Context: an optimization exercise on an open-source flow, tuned for small area, a short achievable clock period and few clock cycles per item. The choices shown serve that exercise and are no tape-out recipe. RTL that was checked went through simulation tests only; none was proved equivalent to the original. Function not checked in run 1: the RTL went through the layout flow alone. No activity file was given, so power comes from the tool's default toggle rates.

## flow/design.v (module list and top-level ports; edited modules follow where they fit)
// module cnm_top: 1341 lines
// module cnm_fa: 4 lines
// module cnm_ha: 4 lines
module cnm_top (
    input  logic               clk,
    input  logic               rst,
    input  logic               in_valid,
    input  logic signed [7:0]  rea,
    input  logic signed [7:0]  ima,
    input  logic signed [7:0]  req,
    input  logic signed [7:0]  imq,
    output logic               out_valid,
    output logic signed [15:0] rep,
    output logic signed [15:0] imp
);
  // ...
==> flow/run.sh <==
#!/bin/bash
# synth_recipe.tcl (not shown) runs the flow's synth.tcl, then flattens the netlist and writes it again
# the make line also repeats each setting of config.mk as NAME=value (left out here)
make -C /OpenROAD-flow-scripts/flow DESIGN_CONFIG=/design/flow/config.mk WORK_HOME=/design/flow/orfs CLKGATE_MAP_FILE= SYNTH_SCRIPT=/design/flow/synth_recipe.tcl finish
==> flow/config.mk <==
export PLATFORM = sky130hd
export DESIGN_NAME = cnm_top
export DESIGN_NICKNAME = cnm_top
export VERILOG_FILES = /design/flow/design.v
export SDC_FILE = /design/flow/constraint.sdc
export NUM_CORES = 4
export LEC_CHECK = 0
export CAP_MARGIN = 20
export CORE_MARGIN = 2
export CORE_UTILIZATION = 40
export SLEW_MARGIN = 20
export SYNTH_HIERARCHICAL = 1
==> flow/constraint.sdc <==
create_clock -name core_clock -period 7.0 [get_ports {clk}]
set_input_delay 1.4000 -clock core_clock [delete_from_list [all_inputs] [get_ports {clk}]]
set_output_delay 1.4000 -clock core_clock [all_outputs]
set_load 0.01 [all_outputs]
==> reports/qor.tcl, run 1 <==
set qor(worst_hold_path_endpoint) {vld}
set qor(post_drt_antenna_nets) 0
set qor(synthesis.area_per_instance_sq_um) 10.2
set qor(post_drt_via_cell_ratio) 4.95
set qor(outcome) {no timing/DRC/antenna violations}
set qor(power_density_nw_per_um2) 404
set qor(critical_path_class) {in2reg}
set qor(synth.largest_area_cell) {fa_1}
set qor(ys_ff_latch) 64
set qor(maxSlewHeadroom) 0.479
set qor(mostFrequentLayoutCells) {fa_1, nand2_1, and2_1}
set qor(synth_top_flop_cell) {dfxtp_1}
set qor(seq_cells) 64
set qor(vias) 5754
set qor(vias_in_the_first_global_route) 6224
set qor(height_of_the_die_microns) 150
set qor(synth-edff-count) 0
set qor(number_of_violations_of_the_max_capacitance_limit) 0
set qor(initial_core_utilization) 0.407
set qor(hold_path.class) {in2reg}
set qor(post_route_cells_drive_above_1_share) 0.0360
set qor(grt_antenna_before_repair) 0
set qor(critPathMaxFanout) 16
set qor(grt_first_pass_wirelength_microns) 30200
set qor(cp_num_cells) 8
set qor(ctsLongestPathBuffers) 2
==> run 2: changes to the inputs <==
--- a/flow/design.v
+++ b/flow/design.v
@@ -5,16 +5,17 @@
     input  logic signed [7:0]  rea,
     input  logic signed [7:0]  ima,
     input  logic signed [7:0]  req,
     input  logic signed [7:0]  imq,
     output logic               out_valid,
     output logic signed [15:0] rep,
     output logic signed [15:0] imp
 );
+    logic [7:0] rea_r, ima_r, req_r, imq_r;
     logic rep_p0_1;
     logic rep_p1_2;
     logic rep_p2_3;
     logic rep_p3_4;
     logic rep_p4_5;
     logic rep_p5_6;
     logic rep_p6_7;
     logic rep_p7_8;
@@ -766,145 +767,145 @@
     logic imp_r99_753;
     logic imp_r99_754;
     logic imp_r99_755;
     logic imp_r99_756;
     logic imp_r99_757;
     logic imp_r99_758;
     logic imp_r99_759;
     logic [15:0] imp_sum;
-    logic [0:0] vld;
-    assign rep_p0_1 = ~(rea[0] & req[0]);
-    assign rep_p1_2 = ~(rea[0] & req[1]);
-    assign rep_p2_3 = ~(rea[0] & req[2]);
-    assign rep_p3_4 = ~(rea[0] & req[3]);
-    assign rep_p4_5 = ~(rea[0] & req[4]);
-    assign rep_p5_6 = ~(rea[0] & req[5]);
-    assign rep_p6_7 = ~(rea[0] & req[6]);
-    assign rep_p7_8 = (rea[0] & req[7]);
-    assign rep_p1_9 = ~(rea[1] & req[0]);
-    assign rep_p2_10 = ~(rea[1] & req[1]);
-    assign rep_p3_11 = ~(rea[1] & req[2]);
-    assign rep_p4_12 = ~(rea[1] & req[3]);
-    assign rep_p5_13 = ~(rea[1] & req[4]);
-    assign rep_p6_14 = ~(rea[1] & req[5]);
-    assign rep_p7_15 = ~(rea[1] & req[6]);
-    assign rep_p8_16 = (rea[1] & req[7]);
-    assign rep_p2_17 = ~(rea[2] & req[0]);
-    assign rep_p3_18 = ~(rea[2] & req[1]);
-    assign rep_p4_19 = ~(rea[2] & req[2]);
-    assign rep_p5_20 = ~(rea[2] & req[3]);
-    assign rep_p6_21 = ~(rea[2] & req[4]);
-    assign rep_p7_22 = ~(rea[2] & req[5]);
-    assign rep_p8_23 = ~(rea[2] & req[6]);
-    assign rep_p9_24 = (rea[2] & req[7]);
-    assign rep_p3_25 = ~(rea[3] & req[0]);
-    assign rep_p4_26 = ~(rea[3] & req[1]);
-    assign rep_p5_27 = ~(rea[3] & req[2]);
-    assign rep_p6_28 = ~(rea[3] & req[3]);
-    assign rep_p7_29 = ~(rea[3] & req[4]);
-    assign rep_p8_30 = ~(rea[3] & req[5]);
-    assign rep_p9_31 = ~(rea[3] & req[6]);
-    assign rep_p10_32 = (rea[3] & req[7]);
-    assign rep_p4_33 = ~(rea[4] & req[0]);
-    assign rep_p5_34 = ~(rea[4] & req[1]);
-    assign rep_p6_35 = ~(rea[4] & req[2]);
-    assign rep_p7_36 = ~(rea[4] & req[3]);
-    assign rep_p8_37 = ~(rea[4] & req[4]);
-    assign rep_p9_38 = ~(rea[4] & req[5]);
-    assign rep_p10_39 = ~(rea[4] & req[6]);
-    assign rep_p11_40 = (rea[4] & req[7]);
-    assign rep_p5_41 = ~(rea[5] & req[0]);
-    assign rep_p6_42 = ~(rea[5] & req[1]);
-    assign rep_p7_43 = ~(rea[5] & req[2]);
-    assign rep_p8_44 = ~(rea[5] & req[3]);
-    assign rep_p9_45 = ~(rea[5] & req[4]);
-    assign rep_p10_46 = ~(rea[5] & req[5]);
-    assign rep_p11_47 = ~(rea[5] & req[6]);
-    assign rep_p12_48 = (rea[5] & req[7]);
-    assign rep_p6_49 = ~(rea[6] & req[0]);
-    assign rep_p7_50 = ~(rea[6] & req[1]);
-    assign rep_p8_51 = ~(rea[6] & req[2]);
-    assign rep_p9_52 = ~(rea[6] & req[3]);
-    assign rep_p10_53 = ~(rea[6] & req[4]);
-    assign rep_p11_54 = ~(rea[6] & req[5]);
-    assign rep_p12_55 = ~(rea[6] & req[6]);
-    assign rep_p13_56 = (rea[6] & req[7]);
-    assign rep_p7_57 = (rea[7] & req[0]);
-    assign rep_p8_58 = (rea[7] & req[1]);
-    assign rep_p9_59 = (rea[7] & req[2]);
-    assign rep_p10_60 = (rea[7] & req[3]);
-    assign rep_p11_61 = (rea[7] & req[4]);
-    assign rep_p12_62 = (rea[7] & req[5]);
-    assign rep_p13_63 = (rea[7] & req[6]);
-    assign rep_p14_64 = ~(rea[7] & req[7]);
-    assign rep_p0_65 = (ima[0] & imq[0]);
-    assign rep_p1_66 = (ima[0] & imq[1]);
-    assign rep_p2_67 = (ima[0] & imq[2]);
-    assign rep_p3_68 = (ima[0] & imq[3]);
-    assign rep_p4_69 = (ima[0] & imq[4]);
-    assign rep_p5_70 = (ima[0] & imq[5]);
-    assign rep_p6_71 = (ima[0] & imq[6]);
-    assign rep_p7_72 = ~(ima[0] & imq[7]);
-    assign rep_p1_73 = (ima[1] & imq[0]);
-    assign rep_p2_74 = (ima[1] & imq[1]);
-    assign rep_p3_75 = (ima[1] & imq[2]);
-    assign rep_p4_76 = (ima[1] & imq[3]);
-    assign rep_p5_77 = (ima[1] & imq[4]);
-    assign rep_p6_78 = (ima[1] & imq[5]);
-    assign rep_p7_79 = (ima[1] & imq[6]);
-    assign rep_p8_80 = ~(ima[1] & imq[7]);
-    assign rep_p2_81 = (ima[2] & imq[0]);
-    assign rep_p3_82 = (ima[2] & imq[1]);
-    assign rep_p4_83 = (ima[2] & imq[2]);
-    assign rep_p5_84 = (ima[2] & imq[3]);
-    assign rep_p6_85 = (ima[2] & imq[4]);
-    assign rep_p7_86 = (ima[2] & imq[5]);
-    assign rep_p8_87 = (ima[2] & imq[6]);
-    assign rep_p9_88 = ~(ima[2] & imq[7]);
-    assign rep_p3_89 = (ima[3] & imq[0]);
-    assign rep_p4_90 = (ima[3] & imq[1]);
-    assign rep_p5_91 = (ima[3] & imq[2]);
-    assign rep_p6_92 = (ima[3] & imq[3]);
-    assign rep_p7_93 = (ima[3] & imq[4]);
-    assign rep_p8_94 = (ima[3] & imq[5]);
-    assign rep_p9_95 = (ima[3] & imq[6]);
-    assign rep_p10_96 = ~(ima[3] & imq[7]);
-    assign rep_p4_97 = (ima[4] & imq[0]);
-    assign rep_p5_98 = (ima[4] & imq[1]);
-    assign rep_p6_99 = (ima[4] & imq[2]);
-    assign rep_p7_100 = (ima[4] & imq[3]);
-    assign rep_p8_101 = (ima[4] & imq[4]);
-    assign rep_p9_102 = (ima[4] & imq[5]);
-    assign rep_p10_103 = (ima[4] & imq[6]);
-    assign rep_p11_104 = ~(ima[4] & imq[7]);
-    assign rep_p5_105 = (ima[5] & imq[0]);
-    assign rep_p6_106 = (ima[5] & imq[1]);
-    assign rep_p7_107 = (ima[5] & imq[2]);
-    assign rep_p8_108 = (ima[5] & imq[3]);
-    assign rep_p9_109 = (ima[5] & imq[4]);
-    assign rep_p10_110 = (ima[5] & imq[5]);
-    assign rep_p11_111 = (ima[5] & imq[6]);
-    assign rep_p12_112 = ~(ima[5] & imq[7]);
-    assign rep_p6_113 = (ima[6] & imq[0]);
-    assign rep_p7_114 = (ima[6] & imq[1]);
-    assign rep_p8_115 = (ima[6] & imq[2]);
-    assign rep_p9_116 = (ima[6] & imq[3]);
-    assign rep_p10_117 = (ima[6] & imq[4]);
-    assign rep_p11_118 = (ima[6] & imq[5]);
-    assign rep_p12_119 = (ima[6] & imq[6]);
-    assign rep_p13_120 = ~(ima[6] & imq[7]);
-    assign rep_p7_121 = ~(ima[7] & imq[0]);
-    assign rep_p8_122 = ~(ima[7] & imq[1]);
-    assign rep_p9_123 = ~(ima[7] & imq[2]);
-    assign rep_p10_124 = ~(ima[7] & imq[3]);
-    assign rep_p11_125 = ~(ima[7] & imq[4]);
-    assign rep_p12_126 = ~(ima[7] & imq[5]);
-    assign rep_p13_127 = ~(ima[7] & imq[6]);
-    assign rep_p14_128 = (ima[7] & imq[7]);
+    logic [1:0] vld;
+    assign rep_p0_1 = ~(rea_r[0] & req_r[0]);
+    assign rep_p1_2 = ~(rea_r[0] & req_r[1]);
+    assign rep_p2_3 = ~(rea_r[0] & req_r[2]);
+    assign rep_p3_4 = ~(rea_r[0] & req_r[3]);
+    assign rep_p4_5 = ~(rea_r[0] & req_r[4]);
+    assign rep_p5_6 = ~(rea_r[0] & req_r[5]);
+    assign rep_p6_7 = ~(rea_r[0] & req_r[6]);
+    assign rep_p7_8 = (rea_r[0] & req_r[7]);
+    assign rep_p1_9 = ~(rea_r[1] & req_r[0]);
+    assign rep_p2_10 = ~(rea_r[1] & req_r[1]);
+    assign rep_p3_11 = ~(rea_r[1] & req_r[2]);
+    assign rep_p4_12 = ~(rea_r[1] & req_r[3]);
+    assign rep_p5_13 = ~(rea_r[1] & req_r[4]);
+    assign rep_p6_14 = ~(rea_r[1] & req_r[5]);
+    assign rep_p7_15 = ~(rea_r[1] & req_r[6]);
+    assign rep_p8_16 = (rea_r[1] & req_r[7]);
+    assign rep_p2_17 = ~(rea_r[2] & req_r[0]);
+    assign rep_p3_18 = ~(rea_r[2] & req_r[1]);
+    assign rep_p4_19 = ~(rea_r[2] & req_r[2]);
+    assign rep_p5_20 = ~(rea_r[2] & req_r[3]);
+    assign rep_p6_21 = ~(rea_r[2] & req_r[4]);
+    assign rep_p7_22 = ~(rea_r[2] & req_r[5]);
+    assign rep_p8_23 = ~(rea_r[2] & req_r[6]);
+    assign rep_p9_24 = (rea_r[2] & req_r[7]);
+    assign rep_p3_25 = ~(rea_r[3] & req_r[0]);
+    assign rep_p4_26 = ~(rea_r[3] & req_r[1]);
+    assign rep_p5_27 = ~(rea_r[3] & req_r[2]);
+    assign rep_p6_28 = ~(rea_r[3] & req_r[3]);
+    assign rep_p7_29 = ~(rea_r[3] & req_r[4]);
+    assign rep_p8_30 = ~(rea_r[3] & req_r[5]);
+    assign rep_p9_31 = ~(rea_r[3] & req_r[6]);
+    assign rep_p10_32 = (rea_r[3] & req_r[7]);
+    assign rep_p4_33 = ~(rea_r[4] & req_r[0]);
+    assign rep_p5_34 = ~(rea_r[4] & req_r[1]);
+    assign rep_p6_35 = ~(rea_r[4] & req_r[2]);
+    assign rep_p7_36 = ~(rea_r[4] & req_r[3]);
+    assign rep_p8_37 = ~(rea_r[4] & req_r[4]);
+    assign rep_p9_38 = ~(rea_r[4] & req_r[5]);
+    assign rep_p10_39 = ~(rea_r[4] & req_r[6]);
+    assign rep_p11_40 = (rea_r[4] & req_r[7]);
+    assign rep_p5_41 = ~(rea_r[5] & req_r[0]);
+    assign rep_p6_42 = ~(rea_r[5] & req_r[1]);
+    assign rep_p7_43 = ~(rea_r[5] & req_r[2]);
+    assign rep_p8_44 = ~(rea_r[5] & req_r[3]);
+    assign rep_p9_45 = ~(rea_r[5] & req_r[4]);
+    assign rep_p10_46 = ~(rea_r[5] & req_r[5]);
+    assign rep_p11_47 = ~(rea_r[5] & req_r[6]);
+    assign rep_p12_48 = (rea_r[5] & req_r[7]);
+    assign rep_p6_49 = ~(rea_r[6] & req_r[0]);
+    assign rep_p7_50 = ~(rea_r[6] & req_r[1]);
+    assign rep_p8_51 = ~(rea_r[6] & req_r[2]);
+    assign rep_p9_52 = ~(rea_r[6] & req_r[3]);
+    assign rep_p10_53 = ~(rea_r[6] & req_r[4]);
+    assign rep_p11_54 = ~(rea_r[6] & req_r[5]);
+    assign rep_p12_55 = ~(rea_r[6] & req_r[6]);
+    assign rep_p13_56 = (rea_r[6] & req_r[7]);
+    assign rep_p7_57 = (rea_r[7] & req_r[0]);
+    assign rep_p8_58 = (rea_r[7] & req_r[1]);
+    assign rep_p9_59 = (rea_r[7] & req_r[2]);
+    assign rep_p10_60 = (rea_r[7] & req_r[3]);
+    assign rep_p11_61 = (rea_r[7] & req_r[4]);
+    assign rep_p12_62 = (rea_r[7] & req_r[5]);
+    assign rep_p13_63 = (rea_r[7] & req_r[6]);
+    assign rep_p14_64 = ~(rea_r[7] & req_r[7]);
+    assign rep_p0_65 = (ima_r[0] & imq_r[0]);
+    assign rep_p1_66 = (ima_r[0] & imq_r[1]);
+    assign rep_p2_67 = (ima_r[0] & imq_r[2]);
+    assign rep_p3_68 = (ima_r[0] & imq_r[3]);
+    assign rep_p4_69 = (ima_r[0] & imq_r[4]);
+    assign rep_p5_70 = (ima_r[0] & imq_r[5]);
+    assign rep_p6_71 = (ima_r[0] & imq_r[6]);
+    assign rep_p7_72 = ~(ima_r[0] & imq_r[7]);
+    assign rep_p1_73 = (ima_r[1] & imq_r[0]);
+    assign rep_p2_74 = (ima_r[1] & imq_r[1]);
+    assign rep_p3_75 = (ima_r[1] & imq_r[2]);
+    assign rep_p4_76 = (ima_r[1] & imq_r[3]);
+    assign rep_p5_77 = (ima_r[1] & imq_r[4]);
+    assign rep_p6_78 = (ima_r[1] & imq_r[5]);
+    assign rep_p7_79 = (ima_r[1] & imq_r[6]);
+    assign rep_p8_80 = ~(ima_r[1] & imq_r[7]);
+    assign rep_p2_81 = (ima_r[2] & imq_r[0]);
+    assign rep_p3_82 = (ima_r[2] & imq_r[1]);
+    assign rep_p4_83 = (ima_r[2] & imq_r[2]);
+    assign rep_p5_84 = (ima_r[2] & imq_r[3]);
+    assign rep_p6_85 = (ima_r[2] & imq_r[4]);
+    assign rep_p7_86 = (ima_r[2] & imq_r[5]);
+    assign rep_p8_87 = (ima_r[2] & imq_r[6]);
+    assign rep_p9_88 = ~(ima_r[2] & imq_r[7]);
+    assign rep_p3_89 = (ima_r[3] & imq_r[0]);
+    assign rep_p4_90 = (ima_r[3] & imq_r[1]);
+    assign rep_p5_91 = (ima_r[3] & imq_r[2]);
+    assign rep_p6_92 = (ima_r[3] & imq_r[3]);
+    assign rep_p7_93 = (ima_r[3] & imq_r[4]);
+    assign rep_p8_94 = (ima_r[3] & imq_r[5]);
+    assign rep_p9_95 = (ima_r[3] & imq_r[6]);
+    assign rep_p10_96 = ~(ima_r[3] & imq_r[7]);
+    assign rep_p4_97 = (ima_r[4] & imq_r[0]);
+    assign rep_p5_98 = (ima_r[4] & imq_r[1]);
+    assign rep_p6_99 = (ima_r[4] & imq_r[2]);
+    assign rep_p7_100 = (ima_r[4] & imq_r[3]);
+    assign rep_p8_101 = (ima_r[4] & imq_r[4]);
+    assign rep_p9_102 = (ima_r[4] & imq_r[5]);
+    assign rep_p10_103 = (ima_r[4] & imq_r[6]);
+    assign rep_p11_104 = ~(ima_r[4] & imq_r[7]);
+    assign rep_p5_105 = (ima_r[5] & imq_r[0]);
+    assign rep_p6_106 = (ima_r[5] & imq_r[1]);
+    assign rep_p7_107 = (ima_r[5] & imq_r[2]);
+    assign rep_p8_108 = (ima_r[5] & imq_r[3]);
+    assign rep_p9_109 = (ima_r[5] & imq_r[4]);
+    assign rep_p10_110 = (ima_r[5] & imq_r[5]);
+    assign rep_p11_111 = (ima_r[5] & imq_r[6]);
+    assign rep_p12_112 = ~(ima_r[5] & imq_r[7]);
+    assign rep_p6_113 = (ima_r[6] & imq_r[0]);
+    assign rep_p7_114 = (ima_r[6] & imq_r[1]);
+    assign rep_p8_115 = (ima_r[6] & imq_r[2]);
+    assign rep_p9_116 = (ima_r[6] & imq_r[3]);
+    assign rep_p10_117 = (ima_r[6] & imq_r[4]);
+    assign rep_p11_118 = (ima_r[6] & imq_r[5]);
+    assign rep_p12_119 = (ima_r[6] & imq_r[6]);
+    assign rep_p13_120 = ~(ima_r[6] & imq_r[7]);
+    assign rep_p7_121 = ~(ima_r[7] & imq_r[0]);
+    assign rep_p8_122 = ~(ima_r[7] & imq_r[1]);
+    assign rep_p9_123 = ~(ima_r[7] & imq_r[2]);
+    assign rep_p10_124 = ~(ima_r[7] & imq_r[3]);
+    assign rep_p11_125 = ~(ima_r[7] & imq_r[4]);
+    assign rep_p12_126 = ~(ima_r[7] & imq_r[5]);
+    assign rep_p13_127 = ~(ima_r[7] & imq_r[6]);
+    assign rep_p14_128 = (ima_r[7] & imq_r[7]);
     cnm_fa u_rep_s129 (.a(rep_p6_7), .b(rep_p6_14), .c(rep_p6_21), .s(rep_s129), .co(rep_c130));
     cnm_fa u_rep_s131 (.a(rep_p7_8), .b(rep_p7_15), .c(rep_p7_22), .s(rep_s131), .co(rep_c132));
     cnm_fa u_rep_s133 (.a(rep_p7_29), .b(rep_p7_36), .c(rep_p7_43), .s(rep_s133), .co(rep_c134));
     assign rep_s135 = ~(rep_p7_50 ^ rep_p7_57);
     assign rep_c136 = rep_p7_50 | rep_p7_57;
     cnm_fa u_rep_s137 (.a(rep_p8_16), .b(rep_p8_23), .c(rep_p8_30), .s(rep_s137), .co(rep_c138));
     cnm_fa u_rep_s139 (.a(rep_p8_37), .b(rep_p8_44), .c(rep_p8_51), .s(rep_s139), .co(rep_c140));
     assign rep_s141 = ~(rep_p8_58 ^ rep_p8_80);
@@ -1021,144 +1022,144 @@
     cnm_fa u_rep_s345 (.a(rep_s315), .b(rep_c276), .c(rep_c314), .s(rep_s345), .co(rep_c346));
     cnm_fa u_rep_s347 (.a(rep_s317), .b(rep_c280), .c(rep_c316), .s(rep_s347), .co(rep_c348));
     cnm_fa u_rep_s349 (.a(rep_s319), .b(rep_c284), .c(rep_c318), .s(rep_s349), .co(rep_c350));
     cnm_fa u_rep_s351 (.a(rep_s321), .b(rep_c288), .c(rep_c320), .s(rep_s351), .co(rep_c352));
     cnm_fa u_rep_s353 (.a(rep_s323), .b(rep_c292), .c(rep_c322), .s(rep_s353), .co(rep_c354));
     cnm_fa u_rep_s355 (.a(rep_s325), .b(rep_c296), .c(rep_c324), .s(rep_s355), .co(rep_c356));
     cnm_fa u_rep_s357 (.a(rep_s327), .b(rep_c300), .c(rep_c326), .s(rep_s357), .co(rep_c358));
     assign rep_sum = {~rep_r99_388, ~rep_r99_386, ~rep_r99_384, ~rep_r99_382, ~rep_r99_380, ~rep_r99_378, ~rep_r99_376, ~rep_r99_374, ~rep_r99_372, ~rep_r99_370, ~rep_r99_368, ~rep_r99_366, ~rep_r99_364, ~rep_r99_362, ~rep_r99_360, ~rep_r99_359} + {~rep_r99_389, ~rep_r99_387, ~rep_r99_385, ~rep_r99_383, ~rep_r99_381, ~rep_r99_379, ~rep_r99_377, ~rep_r99_375, ~rep_r99_373, ~rep_r99_371, ~rep_r99_369, ~rep_r99_367, ~rep_r99_365, ~rep_r99_363, ~rep_r99_361, 1'b1};
-    assign imp_p0_390 = ~(rea[0] & imq[0]);
-    assign imp_p1_391 = ~(rea[0] & imq[1]);
-    assign imp_p2_392 = ~(rea[0] & imq[2]);
-    assign imp_p3_393 = ~(rea[0] & imq[3]);
-    assign imp_p4_394 = ~(rea[0] & imq[4]);
-    assign imp_p5_395 = ~(rea[0] & imq[5]);
-    assign imp_p6_396 = ~(rea[0] & imq[6]);
-    assign imp_p7_397 = (rea[0] & imq[7]);
-    assign imp_p1_398 = ~(rea[1] & imq[0]);
-    assign imp_p2_399 = ~(rea[1] & imq[1]);
-    assign imp_p3_400 = ~(rea[1] & imq[2]);
-    assign imp_p4_401 = ~(rea[1] & imq[3]);
-    assign imp_p5_402 = ~(rea[1] & imq[4]);
-    assign imp_p6_403 = ~(rea[1] & imq[5]);
-    assign imp_p7_404 = ~(rea[1] & imq[6]);
-    assign imp_p8_405 = (rea[1] & imq[7]);
-    assign imp_p2_406 = ~(rea[2] & imq[0]);
-    assign imp_p3_407 = ~(rea[2] & imq[1]);
-    assign imp_p4_408 = ~(rea[2] & imq[2]);
-    assign imp_p5_409 = ~(rea[2] & imq[3]);
-    assign imp_p6_410 = ~(rea[2] & imq[4]);
-    assign imp_p7_411 = ~(rea[2] & imq[5]);
-    assign imp_p8_412 = ~(rea[2] & imq[6]);
-    assign imp_p9_413 = (rea[2] & imq[7]);
-    assign imp_p3_414 = ~(rea[3] & imq[0]);
-    assign imp_p4_415 = ~(rea[3] & imq[1]);
-    assign imp_p5_416 = ~(rea[3] & imq[2]);
-    assign imp_p6_417 = ~(rea[3] & imq[3]);
-    assign imp_p7_418 = ~(rea[3] & imq[4]);
-    assign imp_p8_419 = ~(rea[3] & imq[5]);
-    assign imp_p9_420 = ~(rea[3] & imq[6]);
-    assign imp_p10_421 = (rea[3] & imq[7]);
-    assign imp_p4_422 = ~(rea[4] & imq[0]);
-    assign imp_p5_423 = ~(rea[4] & imq[1]);
-    assign imp_p6_424 = ~(rea[4] & imq[2]);
-    assign imp_p7_425 = ~(rea[4] & imq[3]);
-    assign imp_p8_426 = ~(rea[4] & imq[4]);
-    assign imp_p9_427 = ~(rea[4] & imq[5]);
-    assign imp_p10_428 = ~(rea[4] & imq[6]);
-    assign imp_p11_429 = (rea[4] & imq[7]);
-    assign imp_p5_430 = ~(rea[5] & imq[0]);
-    assign imp_p6_431 = ~(rea[5] & imq[1]);
-    assign imp_p7_432 = ~(rea[5] & imq[2]);
-    assign imp_p8_433 = ~(rea[5] & imq[3]);
-    assign imp_p9_434 = ~(rea[5] & imq[4]);
-    assign imp_p10_435 = ~(rea[5] & imq[5]);
-    assign imp_p11_436 = ~(rea[5] & imq[6]);
-    assign imp_p12_437 = (rea[5] & imq[7]);
-    assign imp_p6_438 = ~(rea[6] & imq[0]);
-    assign imp_p7_439 = ~(rea[6] & imq[1]);
-    assign imp_p8_440 = ~(rea[6] & imq[2]);
-    assign imp_p9_441 = ~(rea[6] & imq[3]);
-    assign imp_p10_442 = ~(rea[6] & imq[4]);
-    assign imp_p11_443 = ~(rea[6] & imq[5]);
-    assign imp_p12_444 = ~(rea[6] & imq[6]);
-    assign imp_p13_445 = (rea[6] & imq[7]);
-    assign imp_p7_446 = (rea[7] & imq[0]);
-    assign imp_p8_447 = (rea[7] & imq[1]);
-    assign imp_p9_448 = (rea[7] & imq[2]);
-    assign imp_p10_449 = (rea[7] & imq[3]);
-    assign imp_p11_450 = (rea[7] & imq[4]);
-    assign imp_p12_451 = (rea[7] & imq[5]);
-    assign imp_p13_452 = (rea[7] & imq[6]);
-    assign imp_p14_453 = ~(rea[7] & imq[7]);
-    assign imp_p0_454 = ~(ima[0] & req[0]);
-    assign imp_p1_455 = ~(ima[0] & req[1]);
-    assign imp_p2_456 = ~(ima[0] & req[2]);
-    assign imp_p3_457 = ~(ima[0] & req[3]);
-    assign imp_p4_458 = ~(ima[0] & req[4]);
-    assign imp_p5_459 = ~(ima[0] & req[5]);
-    assign imp_p6_460 = ~(ima[0] & req[6]);
-    assign imp_p7_461 = (ima[0] & req[7]);
-    assign imp_p1_462 = ~(ima[1] & req[0]);
-    assign imp_p2_463 = ~(ima[1] & req[1]);
-    assign imp_p3_464 = ~(ima[1] & req[2]);
-    assign imp_p4_465 = ~(ima[1] & req[3]);
-    assign imp_p5_466 = ~(ima[1] & req[4]);
-    assign imp_p6_467 = ~(ima[1] & req[5]);
-    assign imp_p7_468 = ~(ima[1] & req[6]);
-    assign imp_p8_469 = (ima[1] & req[7]);
-    assign imp_p2_470 = ~(ima[2] & req[0]);
-    assign imp_p3_471 = ~(ima[2] & req[1]);
-    assign imp_p4_472 = ~(ima[2] & req[2]);
-    assign imp_p5_473 = ~(ima[2] & req[3]);
-    assign imp_p6_474 = ~(ima[2] & req[4]);
-    assign imp_p7_475 = ~(ima[2] & req[5]);
-    assign imp_p8_476 = ~(ima[2] & req[6]);
-    assign imp_p9_477 = (ima[2] & req[7]);
-    assign imp_p3_478 = ~(ima[3] & req[0]);
-    assign imp_p4_479 = ~(ima[3] & req[1]);
-    assign imp_p5_480 = ~(ima[3] & req[2]);
-    assign imp_p6_481 = ~(ima[3] & req[3]);
-    assign imp_p7_482 = ~(ima[3] & req[4]);
-    assign imp_p8_483 = ~(ima[3] & req[5]);
-    assign imp_p9_484 = ~(ima[3] & req[6]);
-    assign imp_p10_485 = (ima[3] & req[7]);
-    assign imp_p4_486 = ~(ima[4] & req[0]);
-    assign imp_p5_487 = ~(ima[4] & req[1]);
-    assign imp_p6_488 = ~(ima[4] & req[2]);
-    assign imp_p7_489 = ~(ima[4] & req[3]);
-    assign imp_p8_490 = ~(ima[4] & req[4]);
-    assign imp_p9_491 = ~(ima[4] & req[5]);
-    assign imp_p10_492 = ~(ima[4] & req[6]);
-    assign imp_p11_493 = (ima[4] & req[7]);
-    assign imp_p5_494 = ~(ima[5] & req[0]);
-    assign imp_p6_495 = ~(ima[5] & req[1]);
-    assign imp_p7_496 = ~(ima[5] & req[2]);
-    assign imp_p8_497 = ~(ima[5] & req[3]);
-    assign imp_p9_498 = ~(ima[5] & req[4]);
-    assign imp_p10_499 = ~(ima[5] & req[5]);
-    assign imp_p11_500 = ~(ima[5] & req[6]);
-    assign imp_p12_501 = (ima[5] & req[7]);
-    assign imp_p6_502 = ~(ima[6] & req[0]);
-    assign imp_p7_503 = ~(ima[6] & req[1]);
-    assign imp_p8_504 = ~(ima[6] & req[2]);
-    assign imp_p9_505 = ~(ima[6] & req[3]);
-    assign imp_p10_506 = ~(ima[6] & req[4]);
-    assign imp_p11_507 = ~(ima[6] & req[5]);
-    assign imp_p12_508 = ~(ima[6] & req[6]);
-    assign imp_p13_509 = (ima[6] & req[7]);
-    assign imp_p7_510 = (ima[7] & req[0]);
-    assign imp_p8_511 = (ima[7] & req[1]);
-    assign imp_p9_512 = (ima[7] & req[2]);
-    assign imp_p10_513 = (ima[7] & req[3]);
-    assign imp_p11_514 = (ima[7] & req[4]);
-    assign imp_p12_515 = (ima[7] & req[5]);
-    assign imp_p13_516 = (ima[7] & req[6]);
-    assign imp_p14_517 = ~(ima[7] & req[7]);
+    assign imp_p0_390 = ~(rea_r[0] & imq_r[0]);
+    assign imp_p1_391 = ~(rea_r[0] & imq_r[1]);
+    assign imp_p2_392 = ~(rea_r[0] & imq_r[2]);
+    assign imp_p3_393 = ~(rea_r[0] & imq_r[3]);
+    assign imp_p4_394 = ~(rea_r[0] & imq_r[4]);
+    assign imp_p5_395 = ~(rea_r[0] & imq_r[5]);
+    assign imp_p6_396 = ~(rea_r[0] & imq_r[6]);
+    assign imp_p7_397 = (rea_r[0] & imq_r[7]);
+    assign imp_p1_398 = ~(rea_r[1] & imq_r[0]);
+    assign imp_p2_399 = ~(rea_r[1] & imq_r[1]);
+    assign imp_p3_400 = ~(rea_r[1] & imq_r[2]);
+    assign imp_p4_401 = ~(rea_r[1] & imq_r[3]);
+    assign imp_p5_402 = ~(rea_r[1] & imq_r[4]);
+    assign imp_p6_403 = ~(rea_r[1] & imq_r[5]);
+    assign imp_p7_404 = ~(rea_r[1] & imq_r[6]);
+    assign imp_p8_405 = (rea_r[1] & imq_r[7]);
+    assign imp_p2_406 = ~(rea_r[2] & imq_r[0]);
+    assign imp_p3_407 = ~(rea_r[2] & imq_r[1]);
+    assign imp_p4_408 = ~(rea_r[2] & imq_r[2]);
+    assign imp_p5_409 = ~(rea_r[2] & imq_r[3]);
+    assign imp_p6_410 = ~(rea_r[2] & imq_r[4]);
+    assign imp_p7_411 = ~(rea_r[2] & imq_r[5]);
+    assign imp_p8_412 = ~(rea_r[2] & imq_r[6]);
+    assign imp_p9_413 = (rea_r[2] & imq_r[7]);
+    assign imp_p3_414 = ~(rea_r[3] & imq_r[0]);
+    assign imp_p4_415 = ~(rea_r[3] & imq_r[1]);
+    assign imp_p5_416 = ~(rea_r[3] & imq_r[2]);
+    assign imp_p6_417 = ~(rea_r[3] & imq_r[3]);
+    assign imp_p7_418 = ~(rea_r[3] & imq_r[4]);
+    assign imp_p8_419 = ~(rea_r[3] & imq_r[5]);
+    assign imp_p9_420 = ~(rea_r[3] & imq_r[6]);
+    assign imp_p10_421 = (rea_r[3] & imq_r[7]);
+    assign imp_p4_422 = ~(rea_r[4] & imq_r[0]);
+    assign imp_p5_423 = ~(rea_r[4] & imq_r[1]);
+    assign imp_p6_424 = ~(rea_r[4] & imq_r[2]);
+    assign imp_p7_425 = ~(rea_r[4] & imq_r[3]);
+    assign imp_p8_426 = ~(rea_r[4] & imq_r[4]);
+    assign imp_p9_427 = ~(rea_r[4] & imq_r[5]);
+    assign imp_p10_428 = ~(rea_r[4] & imq_r[6]);
+    assign imp_p11_429 = (rea_r[4] & imq_r[7]);
+    assign imp_p5_430 = ~(rea_r[5] & imq_r[0]);
+    assign imp_p6_431 = ~(rea_r[5] & imq_r[1]);
+    assign imp_p7_432 = ~(rea_r[5] & imq_r[2]);
+    assign imp_p8_433 = ~(rea_r[5] & imq_r[3]);
+    assign imp_p9_434 = ~(rea_r[5] & imq_r[4]);
+    assign imp_p10_435 = ~(rea_r[5] & imq_r[5]);
+    assign imp_p11_436 = ~(rea_r[5] & imq_r[6]);
+    assign imp_p12_437 = (rea_r[5] & imq_r[7]);
+    assign imp_p6_438 = ~(rea_r[6] & imq_r[0]);
+    assign imp_p7_439 = ~(rea_r[6] & imq_r[1]);
+    assign imp_p8_440 = ~(rea_r[6] & imq_r[2]);
+    assign imp_p9_441 = ~(rea_r[6] & imq_r[3]);
+    assign imp_p10_442 = ~(rea_r[6] & imq_r[4]);
+    assign imp_p11_443 = ~(rea_r[6] & imq_r[5]);
+    assign imp_p12_444 = ~(rea_r[6] & imq_r[6]);
+    assign imp_p13_445 = (rea_r[6] & imq_r[7]);
+    assign imp_p7_446 = (rea_r[7] & imq_r[0]);
+    assign imp_p8_447 = (rea_r[7] & imq_r[1]);
+    assign imp_p9_448 = (rea_r[7] & imq_r[2]);
+    assign imp_p10_449 = (rea_r[7] & imq_r[3]);
+    assign imp_p11_450 = (rea_r[7] & imq_r[4]);
+    assign imp_p12_451 = (rea_r[7] & imq_r[5]);
+    assign imp_p13_452 = (rea_r[7] & imq_r[6]);
+    assign imp_p14_453 = ~(rea_r[7] & imq_r[7]);
+    assign imp_p0_454 = ~(ima_r[0] & req_r[0]);
+    assign imp_p1_455 = ~(ima_r[0] & req_r[1]);
+    assign imp_p2_456 = ~(ima_r[0] & req_r[2]);
+    assign imp_p3_457 = ~(ima_r[0] & req_r[3]);
+    assign imp_p4_458 = ~(ima_r[0] & req_r[4]);
+    assign imp_p5_459 = ~(ima_r[0] & req_r[5]);
+    assign imp_p6_460 = ~(ima_r[0] & req_r[6]);
+    assign imp_p7_461 = (ima_r[0] & req_r[7]);
+    assign imp_p1_462 = ~(ima_r[1] & req_r[0]);
+    assign imp_p2_463 = ~(ima_r[1] & req_r[1]);
+    assign imp_p3_464 = ~(ima_r[1] & req_r[2]);
+    assign imp_p4_465 = ~(ima_r[1] & req_r[3]);
+    assign imp_p5_466 = ~(ima_r[1] & req_r[4]);
+    assign imp_p6_467 = ~(ima_r[1] & req_r[5]);
+    assign imp_p7_468 = ~(ima_r[1] & req_r[6]);
+    assign imp_p8_469 = (ima_r[1] & req_r[7]);
+    assign imp_p2_470 = ~(ima_r[2] & req_r[0]);
+    assign imp_p3_471 = ~(ima_r[2] & req_r[1]);
+    assign imp_p4_472 = ~(ima_r[2] & req_r[2]);
+    assign imp_p5_473 = ~(ima_r[2] & req_r[3]);
+    assign imp_p6_474 = ~(ima_r[2] & req_r[4]);
+    assign imp_p7_475 = ~(ima_r[2] & req_r[5]);
+    assign imp_p8_476 = ~(ima_r[2] & req_r[6]);
+    assign imp_p9_477 = (ima_r[2] & req_r[7]);
+    assign imp_p3_478 = ~(ima_r[3] & req_r[0]);
+    assign imp_p4_479 = ~(ima_r[3] & req_r[1]);
+    assign imp_p5_480 = ~(ima_r[3] & req_r[2]);
+    assign imp_p6_481 = ~(ima_r[3] & req_r[3]);
+    assign imp_p7_482 = ~(ima_r[3] & req_r[4]);
+    assign imp_p8_483 = ~(ima_r[3] & req_r[5]);
+    assign imp_p9_484 = ~(ima_r[3] & req_r[6]);
+    assign imp_p10_485 = (ima_r[3] & req_r[7]);
+    assign imp_p4_486 = ~(ima_r[4] & req_r[0]);
+    assign imp_p5_487 = ~(ima_r[4] & req_r[1]);
+    assign imp_p6_488 = ~(ima_r[4] & req_r[2]);
+    assign imp_p7_489 = ~(ima_r[4] & req_r[3]);
+    assign imp_p8_490 = ~(ima_r[4] & req_r[4]);
+    assign imp_p9_491 = ~(ima_r[4] & req_r[5]);
+    assign imp_p10_492 = ~(ima_r[4] & req_r[6]);
+    assign imp_p11_493 = (ima_r[4] & req_r[7]);
+    assign imp_p5_494 = ~(ima_r[5] & req_r[0]);
+    assign imp_p6_495 = ~(ima_r[5] & req_r[1]);
+    assign imp_p7_496 = ~(ima_r[5] & req_r[2]);
+    assign imp_p8_497 = ~(ima_r[5] & req_r[3]);
+    assign imp_p9_498 = ~(ima_r[5] & req_r[4]);
+    assign imp_p10_499 = ~(ima_r[5] & req_r[5]);
+    assign imp_p11_500 = ~(ima_r[5] & req_r[6]);
+    assign imp_p12_501 = (ima_r[5] & req_r[7]);
+    assign imp_p6_502 = ~(ima_r[6] & req_r[0]);
+    assign imp_p7_503 = ~(ima_r[6] & req_r[1]);
+    assign imp_p8_504 = ~(ima_r[6] & req_r[2]);
+    assign imp_p9_505 = ~(ima_r[6] & req_r[3]);
+    assign imp_p10_506 = ~(ima_r[6] & req_r[4]);
+    assign imp_p11_507 = ~(ima_r[6] & req_r[5]);
+    assign imp_p12_508 = ~(ima_r[6] & req_r[6]);
+    assign imp_p13_509 = (ima_r[6] & req_r[7]);
+    assign imp_p7_510 = (ima_r[7] & req_r[0]);
+    assign imp_p8_511 = (ima_r[7] & req_r[1]);
+    assign imp_p9_512 = (ima_r[7] & req_r[2]);
+    assign imp_p10_513 = (ima_r[7] & req_r[3]);
+    assign imp_p11_514 = (ima_r[7] & req_r[4]);
+    assign imp_p12_515 = (ima_r[7] & req_r[5]);
+    assign imp_p13_516 = (ima_r[7] & req_r[6]);
+    assign imp_p14_517 = ~(ima_r[7] & req_r[7]);
     assign imp_s518 = ~(imp_p6_396 ^ imp_p6_403);
     assign imp_c519 = imp_p6_396 | imp_p6_403;
     cnm_fa u_imp_s520 (.a(imp_p7_397), .b(imp_p7_404), .c(imp_p7_411), .s(imp_s520), .co(imp_c521));
     cnm_fa u_imp_s522 (.a(imp_p7_418), .b(imp_p7_425), .c(imp_p7_432), .s(imp_s522), .co(imp_c523));
     cnm_fa u_imp_s524 (.a(imp_p8_405), .b(imp_p8_412), .c(imp_p8_419), .s(imp_s524), .co(imp_c525));
     assign imp_s526 = ~(imp_p8_426 ^ imp_p8_433);
     assign imp_c527 = imp_p8_426 | imp_p8_433;
     cnm_fa u_imp_s528 (.a(imp_p9_413), .b(imp_p9_420), .c(imp_p9_427), .s(imp_s528), .co(imp_c529));
@@ -1264,16 +1265,17 @@
     cnm_fa u_imp_s716 (.a(imp_s688), .b(imp_c651), .c(imp_c687), .s(imp_s716), .co(imp_c717));
     cnm_fa u_imp_s718 (.a(imp_s690), .b(imp_c655), .c(imp_c689), .s(imp_s718), .co(imp_c719));
     cnm_fa u_imp_s720 (.a(imp_s692), .b(imp_c659), .c(imp_c691), .s(imp_s720), .co(imp_c721));
     cnm_fa u_imp_s722 (.a(imp_s694), .b(imp_c663), .c(imp_c693), .s(imp_s722), .co(imp_c723));
     cnm_fa u_imp_s724 (.a(imp_s696), .b(imp_c667), .c(imp_c695), .s(imp_s724), .co(imp_c725));
     cnm_fa u_imp_s726 (.a(imp_s698), .b(imp_c671), .c(imp_c697), .s(imp_s726), .co(imp_c727));
     assign imp_sum = {~imp_r99_758, ~imp_r99_756, ~imp_r99_754, ~imp_r99_752, ~imp_r99_750, ~imp_r99_748, ~imp_r99_746, ~imp_r99_744, ~imp_r99_742, ~imp_r99_740, ~imp_r99_738, ~imp_r99_736, ~imp_r99_734, ~imp_r99_732, ~imp_r99_730, ~imp_r99_728} + {~imp_r99_759, ~imp_r99_757, ~imp_r99_755, ~imp_r99_753, ~imp_r99_751, ~imp_r99_749, ~imp_r99_747, ~imp_r99_745, ~imp_r99_743, ~imp_r99_741, ~imp_r99_739, ~imp_r99_737, ~imp_r99_735, ~imp_r99_733, ~imp_r99_731, ~imp_r99_729};
     always_ff @(posedge clk) begin
+        rea_r <= rea; ima_r <= ima; req_r <= req; imq_r <= imq;
         rep_r99_359 <= rep_s329;
         rep_r99_360 <= rep_s331;
         rep_r99_361 <= rep_c330;
         rep_r99_362 <= rep_s333;
         rep_r99_363 <= rep_c332;
         rep_r99_364 <= rep_s335;
         rep_r99_365 <= rep_c334;
         rep_r99_366 <= rep_s337;
@@ -1328,19 +1330,19 @@
         imp_r99_753 <= imp_c721;
         imp_r99_754 <= imp_s724;
         imp_r99_755 <= imp_c723;
         imp_r99_756 <= imp_s726;
         imp_r99_757 <= imp_c725;
         imp_r99_758 <= imp_c699;
         imp_r99_759 <= imp_c727;
         if (rst) vld <= '0;
-        else vld <= in_valid;
+        else vld <= {vld[0:0], in_valid};
     end
-    assign out_valid = vld[0];
+    assign out_valid = vld[1];
     assign rep = rep_sum;
     assign imp = imp_sum;
 endmodule
 module cnm_fa (input logic a, input logic b, input logic c, output logic s, output logic co);
     assign s  = a ^ b ^ c;
     assign co = (a & b) | (a & c) | (b & c);
 endmodule
 module cnm_ha (input logic a, input logic b, output logic s, output logic co);
==> run 2 against run 1 <==
Clock power is 26% higher. Largest power group unchanged. Final area up 6.9%. Fmax is 19% higher. Sequential power up 42%. Critical path type is now reg2out. Cell count grew 3.3%. Critical endpoint is now imp[13]. Sequential cell count rose by 33. Via count is 3.7% higher. Critical path depth rose by 1. Highest routed layer unchanged. Wire length increased by 4.6%.
==> reports/qor.tcl, run 2 <==
set qor(drtIter0Drc) 286 ;# was 323
set qor(post-layout-total-power_mw) 4.24 ;# was 3.93 mW
set qor(synthDominantCellAreaShare) 0.425 ;# was 0.458
set qor(number_of_violations_of_the_max_capacitance_limit) 0 ;# unchanged
set qor(worst_hold_startpoint) {vld[0]} ;# was rst
set qor(track_usage) 0.165 ;# was 0.172
set qor(cp_data_required_time_ns) 5.60 ;# was 7.22 ns
set qor(cts_tree) {done} ;# unchanged
set qor(totalWireLength_microns) 18400 ;# was 17600 microns
set qor(post_synth_inst_count) 870 ;# was 836
set qor(synth.net_count) 1156 ;# was 1122
set qor(grt_antenna_before_repair) 0 ;# unchanged
set qor(finalSetupViolCount) 0 ;# unchanged
set qor(mostFrequentLayoutCells) {fa_1, nand2_1, and2_1} ;# unchanged
set qor(remaining_global_route_overflow) 0 ;# unchanged
set qor(power_report.internal_total_mw) 2.54 ;# was 2.28 mW
set qor(post_synth_num_cell_types) 43 ;# unchanged
set qor(setup_total_negative_slack_ns) 0 ;# unchanged
set qor(seqPwrFrac) 0.196 ;# was 0.149
set qor(routabilityCongestion) 0.777 ;# was 0.791
set qor(area_of_the_mapped_netlist_sq_um) 9190 ;# was 8530 sq um
set qor(yosysWarningCount) 7 ;# unchanged
set qor(clock.fmax_mhz) 222 ;# was 186 MHz
set qor(clock_tree.htree_level_count) 3 ;# unchanged
set qor(rsz0062_at_grt) {no} ;# unchanged
set qor(post_route_cells_drive_above_1_share) 0.0273 ;# was 0.0360
set qor(ctsLongestPathBuffers) 2 ;# unchanged
set qor(maximum_number_of_pins_on_one_net_before_global_route_repair) 17 ;# unchanged
set qor(synth_area_leaders) {fa_1, dfxtp_1, ha_1, and2_1, nand2_1} ;# unchanged
set qor(critical_path.reg2reg.startpoint) {req_r[2]}
set qor(nFillCells) 2152 ;# was 2025
set qor(post-cts-setup-buffers) 0 ;# unchanged
set qor(site_row_count) 55 ;# was 53
set qor(post-synth-top-count-cell) {fa_1} ;# unchanged
set qor(outcome) {no timing/DRC/antenna violations} ;# unchanged
set qor(hold_violations) 0 ;# unchanged
set qor(fin_crit_ns) 4.50 ;# was 5.38 ns
set qor(hold-path-cell-count) 1 ;# was 2
set qor(ir_drop_uv) 157 ;# was 270 uV
set qor(critical_path_class) {reg2out} ;# was in2reg
set qor(worst-r2r-cell-count) 7
set qor(part_of_the_yosys_area_used_for_sequential_elements) 0.211 ;# was 0.150
set qor(fin_skew_ns) 0.00837
set qor(grt_first_pass_wirelength_microns) 31400 ;# was 30200 microns
set qor(power_switching_mw) 1.70 ;# was 1.65 mW
set qor(static-leakage-power_nw) 4.46 ;# was 4.20 nW
set qor(port-buffer-count) 67 ;# unchanged
set qor(worst_pin_slew_ns) 0.780 ;# about the same
set qor(drt-pass1-iter-count) 5 ;# was 4
set qor(ctsRootBufferMaster) {clkbuf_16} ;# unchanged
set qor(post_drt_via_cell_ratio) 4.97 ;# was 4.95
set qor(cp_data_arrival_time_ns) 3.10 ;# was 5.60 ns
set qor(power_density_nw_per_um2) 408 ;# was 404 nW/um^2
set qor(post_synth_most_frequent_cells) {fa_1, nand2_1, and2_1} ;# unchanged
set qor(place_hpwl_microns) 13700 ;# was 13300 microns
set qor(synth-edff-count) 0 ;# unchanged
set qor(p_sw_frac) 0.400 ;# was 0.420
set qor(layout_commonest_cell) {fa_1} ;# unchanged
set qor(height_of_the_die_microns) 156 ;# was 150 microns
set qor(start_kind) {flip-flop} ;# was input pin
set qor(drc_errors) 0 ;# unchanged
set qor(floorplan.die_area_sq_um) 24200 ;# was 22500 sq um
set qor(clock_power_frac) 0.122 ;# was 0.105
set qor(asyncSetResetFlopFracSynth) 0 ;# unchanged
set qor(critPathMaxFanout) 4 ;# was 16
set qor(critical_path.reg2reg.endpoint) {rep_r99_372}
set qor(post_drt_antenna_nets) 0 ;# unchanged
set qor(maxSlewHeadroom) 0.479 ;# about the same
set qor(hold_path.class) {reg2reg} ;# was in2reg
set qor(combinationalPowerShare) 0.681 ;# was 0.746
set qor(routedWlPerCell_microns) 15.3 ;# was 15.1 microns
set qor(die_width_microns) 156 ;# was 150 microns
set qor(ctsResizeCount) 0 ;# unchanged
set qor(antennaDiodeCount) 0 ;# unchanged
set qor(post_cts_hold_buffer_count) 0 ;# unchanged
set qor(fp.coreArea_sq_um) 22600 ;# was 21000 sq um
set qor(slew_violations) 0 ;# unchanged
set qor(period_share) 0.643 ;# was 0.768
set qor(worstSkewPairLatency_ns) 0.35
set qor(vias_in_the_first_global_route) 6404 ;# was 6224
set qor(cts.sink_count) 97 ;# was 64
set qor(io_pins) 68 ;# unchanged
set qor(tritoncts.num_buffers) 9 ;# unchanged
set qor(initial_core_utilization) 0.407 ;# about the same
set qor(clkTransAtPathRegs_ns) 0.06 ;# was 0.05 ns
set qor(end_kind) {output port} ;# was flip-flop
set qor(synthesis.area_per_instance_sq_um) 10.6 ;# was 10.2 sq um
set qor(worst_hold_path_endpoint) {vld[1]} ;# was vld
set qor(ys_ff_latch) 97 ;# was 64
set qor(finalNetCount) 1197 ;# was 1169
set qor(area_growth_syn_to_layout_pct) 13.0 ;# was 14.0%
set qor(synth.largest_area_cell) {fa_1} ;# unchanged
set qor(setup.reg_to_reg.worst_slack_ns) 2.83
set qor(vias) 5966 ;# was 5754
set qor(synth_top_flop_cell) {dfxtp_1} ;# unchanged
run 2: cell count changes after synthesis, sizes merged:
cell and delta:
dfxtp +33, nor2b +1
run 2: cell families (layout without fill, tap and decap cells):
| logic type | after synthesis | in the layout | share of synthesized area |
|---|---|---|---|
| fa+ha+maj | 251 | 251 | 0.501 |
| mux | 1 | 1 | 0.00109 |
| xor+xnor | 28 | 28 | 0.0267 |
| simple gates | 299 | 299 | 0.157 |
| buf+inv | 136 | 182 | 0.0570 |
| compound gates | 58 | 58 | 0.0463 |
| flops | 97 | 97 | 0.211 |
run 2: layer usage:
| layer | vias up | routed length (microns) | track usage |
|---|---|---|---|
| met2 | 137 | 8920 | 0.269 |
| met4 | 0 | 197 | 0.0380 |
| li1 | 2744 | - | - |
| met1 | 3072 | 8340 | 0.230 |
| met3 | 13 | 925 | 0.0311 |
| met5 | - | 0 | 0 |
run 2: power groups by stage:
stage	clock network, mW	registers [mW]	logic [mW]
finish	0.519	0.832	2.89
global route	0.558	0.851	3.32
CTS	0.539	0.835	2.98
detailed placement	0	0.847	2.97
global placement	0	0.845	2.92
floorplan	0	0.797	2.01
run 2: per-module statistics from Yosys (local to each module, per instance):
module   times used  area, sq um
cnm_fa          193         20.0
cnm_top           1         5220
cnm_ha            9         12.5
run 2: per-stage QoR:
stage / area (sq um) / utilization / instances / hold slack [ns] / setup WS (ns)
detailed placement: 10100 / 0.446 / 1185 / 0.426 / 2.83
global route: 10400 / 0.460 / 1201 / 0.463 / 2.22
global placement: 10100 / 0.446 / 1185 / 0.425 / 2.85
floorplan: 9190 / - / 870 / 0.414 / 3.08
CTS: 10400 / 0.460 / 1201 / 0.448 / 2.45
finish: 10400 / 0.460 / 1201 / 0.440 / 2.50
run 2: worst max path at each step:
stage	depth (start not counted)	to	from
2_1_floorplan	8	rep_r99_370	req_r[6]
3_3_place_gp	9	imp[12]	imp_r99_728
3_5_place_dp	9	imp[12]	imp_r99_728
4_1_cts	9	imp[12]	imp_r99_728
5_1_grt	9	imp[13]	imp_r99_730
6_report	9	imp[13]	imp_r99_730
run 2: final cells by class:
type,count,area (sq um),share of cell area
Multi-Input combinational cell,637,6730,0.648
Sequential cell,97,1940,0.187
Timing Repair Buffer,69,686,0.0660
Inverter,97,364,0.0350
Tap cell,285,357,0.0343
Clock buffer,11,233,0.0224
Clock inverter,5,80.1,0.00771
run 2: worst max-delay path, stage by stage, from the launching register on:
cell	delay, ns
dfxtp_1	0.31
inv_1	0.06
ha_1	0.29
a21o_1	0.15
a21oi_1	0.29
o211ai_1	0.29
a21boi_0	0.43
o221ai_1	0.21
xor2_1	0.17
clkdlybuf4s50_1	0.56
Testbench counts of run 2, summed over its fixed seeds: cycles 16,016, items 16,000.
==> run 3: changes to the inputs <==
--- a/flow/config.mk
+++ b/flow/config.mk
@@ -10,2 +10,3 @@
 export CORE_UTILIZATION = 40
+export SETUP_SLACK_MARGIN = 3.6
 export SLEW_MARGIN = 20
==> run 3 against run 2 <==
Combinational power increased by 17%. Worst hold slack better by 0.0088 ns. Cell count up 6.0%. Critical path depth grew 3. Sequential power shrank 1%. Clock skew up 0.0018 ns. Highest routed layer unchanged. Total power increased by 10%. Critical path type unchanged.
==> reports/qor.tcl, run 3 <==
set qor(totalWireLength_microns) 21100 ;# was 18400 microns
set qor(post_drt_via_cell_ratio) 4.99 ;# was 4.97
set qor(timing.critical_path.mode_cell) {buf_4}
set qor(area_growth_syn_to_layout_pct) 26.5 ;# was 13.0%
set qor(synth_top_flop_cell) {dfxtp_1} ;# unchanged
set qor(post_drt_antenna_nets) 0 ;# unchanged
set qor(start_kind) {flip-flop} ;# unchanged
set qor(cpLargestDelayFamily) {compound AO/OA/AOI/OAI gates} ;# unchanged
set qor(maximum_number_of_pins_on_one_net_before_global_route_repair) 17 ;# unchanged
set qor(place_hpwl_microns) 13900 ;# was 13700 microns
set qor(finalNetCount) 1269 ;# was 1197
set qor(grt_antenna_before_repair) 0 ;# unchanged
set qor(critPathMaxFanout) 2 ;# was 4
set qor(routabilityCongestion) 0.786 ;# was 0.777
set qor(synth_area_leaders) {fa_1, dfxtp_1, ha_1, and2_1, nand2_1} ;# unchanged
set qor(antennaDiodeCount) 0 ;# unchanged
set qor(worst_pin_slew_ns) 0.445 ;# was 0.780 ns
set qor(synthesis.area_per_instance_sq_um) 10.6 ;# unchanged
set qor(post_route_cells_drive_above_1_share) 0.282 ;# was 0.0273
set qor(number_of_violations_of_the_max_capacitance_limit) 0 ;# unchanged
set qor(static-leakage-power_nw) 4.94 ;# was 4.46 nW
set qor(post_synth_inst_count) 870 ;# unchanged
set qor(io_pins) 68 ;# unchanged
set qor(area_of_the_mapped_netlist_sq_um) 9190 ;# unchanged
set qor(power_density_nw_per_um2) 402 ;# was 408 nW/um^2
set qor(clock.fmax_mhz) 256 ;# was 222 MHz
set qor(floorplan.die_area_sq_um) 24200 ;# unchanged
set qor(ir_drop_uv) 174 ;# was 157 uV
set qor(critical_path_cell_list) {inv_2 -> ha_4 -> fa_2 -> a21o_1 -> a221oi_4 -> buf_4 -> nor3_4 -> nor2_2 -> buf_4 -> o21ai_2 -> xor2_1 -> buf_2} ;# was inv_1 -> ha_1 -> a21o_1 -> a21oi_1 -> o211ai_1 -> a21boi_0 -> o221ai_1 -> xor2_1 -> clkdlybuf4s50_1
set qor(height_of_the_die_microns) 156 ;# unchanged
set qor(port-buffer-count) 67 ;# unchanged
set qor(dpl.cell_count) 1184 ;# was 1185
set qor(mostFrequentLayoutCells) {fa_1, nand2_1, and2_1} ;# unchanged
set qor(cts.sink_count) 97 ;# unchanged
set qor(track_usage) 0.187 ;# was 0.165
set qor(drtIter0Drc) 244 ;# was 286
set qor(asyncSetResetFlopFracSynth) 0 ;# unchanged
set qor(outcome) {no timing/DRC/antenna violations} ;# unchanged
set qor(post_synth_num_cell_types) 43 ;# unchanged
set qor(final-instance-count-excl-fill) 1273 ;# was 1201
set qor(finalSetupViolCount) 0 ;# unchanged
set qor(part_of_the_yosys_area_used_for_sequential_elements) 0.211 ;# unchanged
set qor(site_row_count) 55 ;# unchanged
set qor(remaining_global_route_overflow) 0 ;# unchanged
set qor(drt-pass1-iter-count) 5 ;# unchanged
set qor(worstSkewPairLatency_ns) 0.35 ;# about the same
set qor(post_synth_most_frequent_cells) {fa_1, nand2_1, and2_1} ;# unchanged
set qor(tritoncts.num_buffers) 9 ;# unchanged
set qor(cp_data_required_time_ns) 5.60 ;# about the same
set qor(total_non_filler_cell_area_in_the_finished_layout_sq_um) 11600 ;# was 10400 sq um
set qor(setup_total_negative_slack_ns) 0 ;# unchanged
set qor(post-layout-total-power_mw) 4.68 ;# was 4.24 mW
set qor(critical_path_class) {reg2out} ;# unchanged
set qor(crit_buf_inv) 4 ;# was 2
set qor(period_share) 0.557 ;# was 0.643
set qor(vias) 6357 ;# was 5966
set qor(yosysWarningCount) 7 ;# unchanged
set qor(clkTransAtPathRegs_ns) 0.07 ;# was 0.06 ns
set qor(cts_tree) {done} ;# unchanged
set qor(synth.largest_area_cell) {fa_1} ;# unchanged
set qor(synthDominantCellAreaShare) 0.425 ;# unchanged
set qor(final_core_utilization) 0.515 ;# was 0.460
set qor(layout_commonest_cell) {fa_1} ;# unchanged
set qor(initial_core_utilization) 0.407 ;# unchanged
set qor(die_width_microns) 156 ;# unchanged
set qor(cp_data_arrival_time_ns) 2.50 ;# was 3.10 ns
set qor(hold_path.class) {reg2reg} ;# unchanged
set qor(layout_setup_ws_ns) 3.10 ;# was 2.50 ns
set qor(ctsRootBufferMaster) {clkbuf_16} ;# unchanged
set qor(end_kind) {output port} ;# unchanged
set qor(fin_crit_ns) 3.90 ;# was 4.50 ns
set qor(grt_first_pass_wirelength_microns) 35400 ;# was 31400 microns
set qor(ys_ff_latch) 97 ;# unchanged
set qor(slew_violations) 0 ;# unchanged
set qor(max_stage_delay_ns) 0.33 ;# was 0.56 ns
set qor(critPathSlowestCell) {fa_2} ;# was clkdlybuf4s50_1
set qor(post-place-ws_ns) 2.92 ;# was 2.83 ns
set qor(vias_in_the_first_global_route) 7064 ;# was 6404
set qor(drc_errors) 0 ;# unchanged
set qor(ctsLongestPathBuffers) 2 ;# unchanged
set qor(synth.net_count) 1156 ;# unchanged
set qor(nFillCells) 2022 ;# was 2152
set qor(maxSlewHeadroom) 0.703 ;# was 0.479
set qor(whs_ns) 0.449 ;# was 0.440 ns
set qor(fp.coreArea_sq_um) 22600 ;# unchanged
set qor(place_area_sq_um) 10200 ;# was 10100 sq um
set qor(routedWlPerCell_microns) 16.6 ;# was 15.3 microns
set qor(synth-edff-count) 0 ;# unchanged
set qor(post-synth-top-count-cell) {fa_1} ;# unchanged
set qor(clock_tree.htree_level_count) 3 ;# unchanged
set qor(hold_violations) 0 ;# unchanged
set qor(rsz0062_at_grt) {yes} ;# was no
set qor(fin_skew_ns) 0.0102 ;# was 0.00837 ns
-- run 3: cell counts after synthesis --
No cell type changed its count.
-- run 3: layout make-up --
cell class | instances | area (sq um) | area share
Clock buffer | 11 | 254 | 0.0218
Clock inverter | 5 | 36.3 | 0.00312
Inverter | 97 | 364 | 0.0313
Multi-Input combinational cell | 637 | 7350 | 0.632
Sequential cell | 97 | 2050 | 0.176
Tap cell | 285 | 357 | 0.0307
Timing Repair Buffer | 141 | 1220 | 0.105
-- run 3: Yosys stat by module, one instance, submodules excluded --
module	times used	area (sq um)	flip-flops and latches
cnm_fa	193	20.0	0
cnm_ha	9	12.5	0
cnm_top	1	5220	97
-- run 3: final timing paths --
path              cells after the start        start  slack, ns           to
setup / recovery                     12  imp_r99_728       3.10      imp[14]
hold / removal                        1       vld[0]       0.45       vld[1]
setup reg to reg                      8     rea_r[3]       3.34  imp_r99_744
hold reg to reg                       1       vld[0]       0.45       vld[1]
-- run 3: cells by family (layout without fill, tap and decap cells) --
| logic type | count (synthesis) | after routing | synth area share |
|---|---|---|---|
| compound gates | 58 | 58 | 0.0463 |
| xor+xnor | 28 | 28 | 0.0267 |
| fa+ha+maj | 251 | 251 | 0.501 |
| buf+inv | 136 | 254 | 0.0570 |
| flops | 97 | 97 | 0.211 |
| mux | 1 | 1 | 0.00109 |
| simple gates | 299 | 299 | 0.157 |
-- run 3: timing repair --
item,4_1_cts,5_1_grt
resized for setup,223,75
endpoints found under the setup margin,60,58
buffers inserted,62,11
pin swaps,71,65
hold buffers,0,0
-- run 3: routing by layer --
layer | up-vias | wire (microns) | GRT usage
li1 | 2893 | - | -
met1 | 3272 | 9430 | 0.251
met2 | 169 | 10200 | 0.315
met3 | 23 | 1120 | 0.0367
met4 | 0 | 323 | 0.0472
met5 | - | 0 | 0
-- run 3: where the power goes --
part	internal, mW	total, mW	switching, mW
Combinational	1.69	3.38	1.68
Clock	0.264	0.481	0.217
Sequential	0.747	0.822	0.0747
Total	2.70	4.68	1.97
==> run 4: changes to the inputs <==
--- a/flow/config.mk
+++ b/flow/config.mk
@@ -10,3 +10,3 @@
 export CORE_UTILIZATION = 40
-export SETUP_SLACK_MARGIN = 3.6
+export SETUP_SLACK_MARGIN = 3.0
 export SLEW_MARGIN = 20
==> run 4 against run 3 <==
Fmax fell by 1.6%. Largest power group unchanged. Clock skew fell by 0.0018 ns. Critical path depth did not move. Highest routed layer unchanged. Register-to-register slack got worse by 0.21 ns. Synthesized area did not move. Worst setup slack got worse by 0.064 ns. Critical path type unchanged. Total power fell by 7.3%. Non-clock buffer count fell by 58. Utilization fell by 4.2 points. Cell count fell by 4.6%. Worst hold slack got worse by 0.0067 ns.
==> reports/qor.tcl, run 4 <==
set qor(outcome) {no timing/DRC/antenna violations} ;# unchanged
set qor(finalSetupViolCount) 0 ;# unchanged
set qor(site_row_count) 55 ;# unchanged
set qor(maxSlewHeadroom) 0.470 ;# was 0.703
set qor(part_of_the_yosys_area_used_for_sequential_elements) 0.211 ;# unchanged
set qor(combinational_family_with_the_most_area_after_synthesis) {adder cells} ;# unchanged
set qor(maximum_number_of_pins_on_one_net_before_global_route_repair) 17 ;# unchanged
set qor(ctsLongestPathBuffers) 2 ;# unchanged
set qor(number_of_violations_of_the_max_capacitance_limit) 0 ;# unchanged
set qor(ys_ff_latch) 97 ;# unchanged
set qor(post_drt_antenna_nets) 0 ;# unchanged
set qor(cts_tree) {done} ;# unchanged
set qor(hold_path.class) {reg2reg} ;# unchanged
set qor(post_route_cells_drive_above_1_share) 0.101 ;# was 0.282
set qor(area_of_the_mapped_netlist_sq_um) 9190 ;# unchanged
set qor(fp.coreArea_sq_um) 22600 ;# unchanged
set qor(synth_area_leaders) {fa_1, dfxtp_1, ha_1, and2_1, nand2_1} ;# unchanged
set qor(drc_errors) 0 ;# unchanged
set qor(synthXorXnorAreaFrac) 0.0267 ;# unchanged
set qor(p_sw_frac) 0.410 ;# was 0.422
set qor(post_synth_most_frequent_cells) {fa_1, nand2_1, and2_1} ;# unchanged
set qor(fin_skew_ns) 0.00841 ;# was 0.0102 ns
set qor(synth_compound_area_frac) 0.0463 ;# unchanged
set qor(floorplan.die_area_sq_um) 24200 ;# unchanged
set qor(worstSkewPairLatency_ns) 0.35 ;# about the same
set qor(synthDominantCellAreaShare) 0.425 ;# unchanged
set qor(post_drt_via_cell_ratio) 5.01 ;# was 4.99
set qor(static-leakage-power_nw) 4.57 ;# was 4.94 nW
set qor(clkTransAtPathRegs_ns) 0.06 ;# was 0.07 ns
set qor(routabilityCongestion) 0.777 ;# was 0.786
set qor(grt_antenna_before_repair) 0 ;# unchanged
set qor(ctsRootBufferMaster) {clkbuf_16} ;# unchanged
set qor(io_pins) 68 ;# unchanged
set qor(yosys-mux-area-fraction) 0.00109 ;# unchanged
set qor(critPathMaxFanout) 2 ;# unchanged
set qor(synth_simple_gate_area_share) 0.157 ;# unchanged
set qor(cts.sink_count) 97 ;# unchanged
set qor(critical_path_class) {reg2out} ;# unchanged
set qor(seqCellArea_sq_um) 2000 ;# was 2050 sq um
set qor(remaining_global_route_overflow) 0 ;# unchanged
set qor(mostFrequentLayoutCells) {fa_1, nand2_1, and2_1} ;# unchanged
set qor(area_growth_syn_to_layout_pct) 16.2 ;# was 26.5%
set qor(power_density_nw_per_um2) 406 ;# was 402 nW/um^2
set qor(vias_in_the_first_global_route) 6528 ;# was 7064
set qor(clock_power_frac) 0.120 ;# was 0.103
set qor(fin_crit_ns) 3.97 ;# was 3.90 ns
set qor(post-synth-top-count-cell) {fa_1} ;# unchanged
set qor(port-buffer-count) 67 ;# unchanged
set qor(vias) 6084 ;# was 6357
==> run 4: cells by family (layout without fill, tap and decap cells) <==
| family | after synthesis | count (layout) |
|---|---|---|
| AOI/OAI and AO/OA | 58 | 58 |
| adders and majority gates | 251 | 251 |
| buffers and inverters | 136 | 196 |
| and+or+nand+nor | 299 | 299 |
| DFF | 97 | 97 |
| muxes | 1 | 1 |
| xor gates and xnor gates | 28 | 28 |
==> run 4: area by class of cell <==
type	count	share of cell area
Timing Repair Buffer	83	0.0712
Multi-Input combinational cell	637	0.645
Tap cell	285	0.0334
Clock buffer	11	0.0218
Sequential cell	97	0.188
Clock inverter	5	0.00749
Inverter	97	0.0341
==> run 4: critical path: stages (launching register included) <==
cell	delay [ns]
dfxtp_1	0.30
inv_1	0.04
ha_2	0.19
fa_2	0.36
a21o_1	0.22
a221oi_4	0.29
buf_6	0.15
nor3_4	0.03
nor2_2	0.14
buf_4	0.14
o21ai_2	0.06
xor2_1	0.16
buf_2	0.14
==> run 4: through the flow <==
stage | instances | hold WS (ns) | utilization | cell area (sq um) | setup WS (ns)
floorplan | 870 | 0.414 | - | 9190 | 3.08
global placement | 1185 | 0.425 | 0.446 | 10100 | 2.85
detailed placement | 1185 | 0.426 | 0.446 | 10100 | 2.83
CTS | 1210 | 0.448 | 0.466 | 10500 | 2.86
global route | 1215 | 0.463 | 0.474 | 10700 | 2.89
finish | 1215 | 0.442 | 0.474 | 10700 | 3.03
==> run 4: what timing repair did <==
| item | in CTS | in global routing |
|---|---|---|
| setup endpoints to repair | 32 | 21 |
| resized for setup | 57 | 47 |
| hold buffers | 0 | 0 |
| pin swaps | 10 | 15 |
| buffers inserted | 9 | 5 |
| gates cloned | 0 | 0 |
==> run 4: final timing paths <==
check / start / end / slack, ns / cells past startpoint
worst max-delay path: imp_r99_729 / imp[14] / 3.03 / 12
worst min-delay path: vld[0] / vld[1] / 0.44 / 1
worst max register to register: imq_r[5] / imp_r99_744 / 3.13 / 7
worst min register to register: vld[0] / vld[1] / 0.44 / 1
==> run 4: routing by layer <==
layer	GRT usage	share of wire	up-vias
met1	0.230	0.45	3154
met4	0.0380	0.010	0
met3	0.0317	0.050	14
met5	0	0	-
met2	0.277	0.49	144
li1	-	-	2772
==> run 4: modules after synthesis, one instance, submodules excluded <==
module   cells  area [sq um]  flops+latches
cnm_fa       1          20.0              0
cnm_ha       1          12.5              0
cnm_top    668          5220             97
==> run 4: power groups by stage <==
stage | Clock [mW] | Combinational (mW) | Sequential (mW)
global route | 0.559 | 3.43 | 0.850
CTS | 0.539 | 2.95 | 0.836
detailed placement | 0 | 2.97 | 0.847
finish | 0.520 | 2.99 | 0.831
floorplan | 0 | 2.01 | 0.797
global placement | 0 | 2.92 | 0.845

## what the ideal ports hide
How much do the figures lean on ideal ports? The routed layouts below were timed once more, with nothing changed but the port constraints. Step 1 sets driving cells, clkbuf_16 on the clock port and buf_2 on the other inputs (assumed; they add their load-dependent delay and slew). Step 2 also shifts input and output timing later by t, the mid clock arrival at the registers, as if the neighbouring blocks saw the same clock. Slacks: no drivers / after step 1 / after step 2; pairs: no drivers / after step 1.
run | t, ns | slack for setup (ns) | worst setup path at the end
run 1 | 0.386 | 1.624 / 1.639 / 1.254 | input to register
run 2 | 0.390 | 2.500 / 2.458 / 2.830 | register to register
run 3 | 0.394 | 3.098 / 3.051 / 3.337 | register to register
run 4 | 0.390 | 3.033 / 2.991 / 3.126 | register to register
After both steps every run listed still meets setup and hold. For run 1, which loses most, drivers alone change the setup slack by +0.015 ns; drivers and shift together by -0.370 ns.
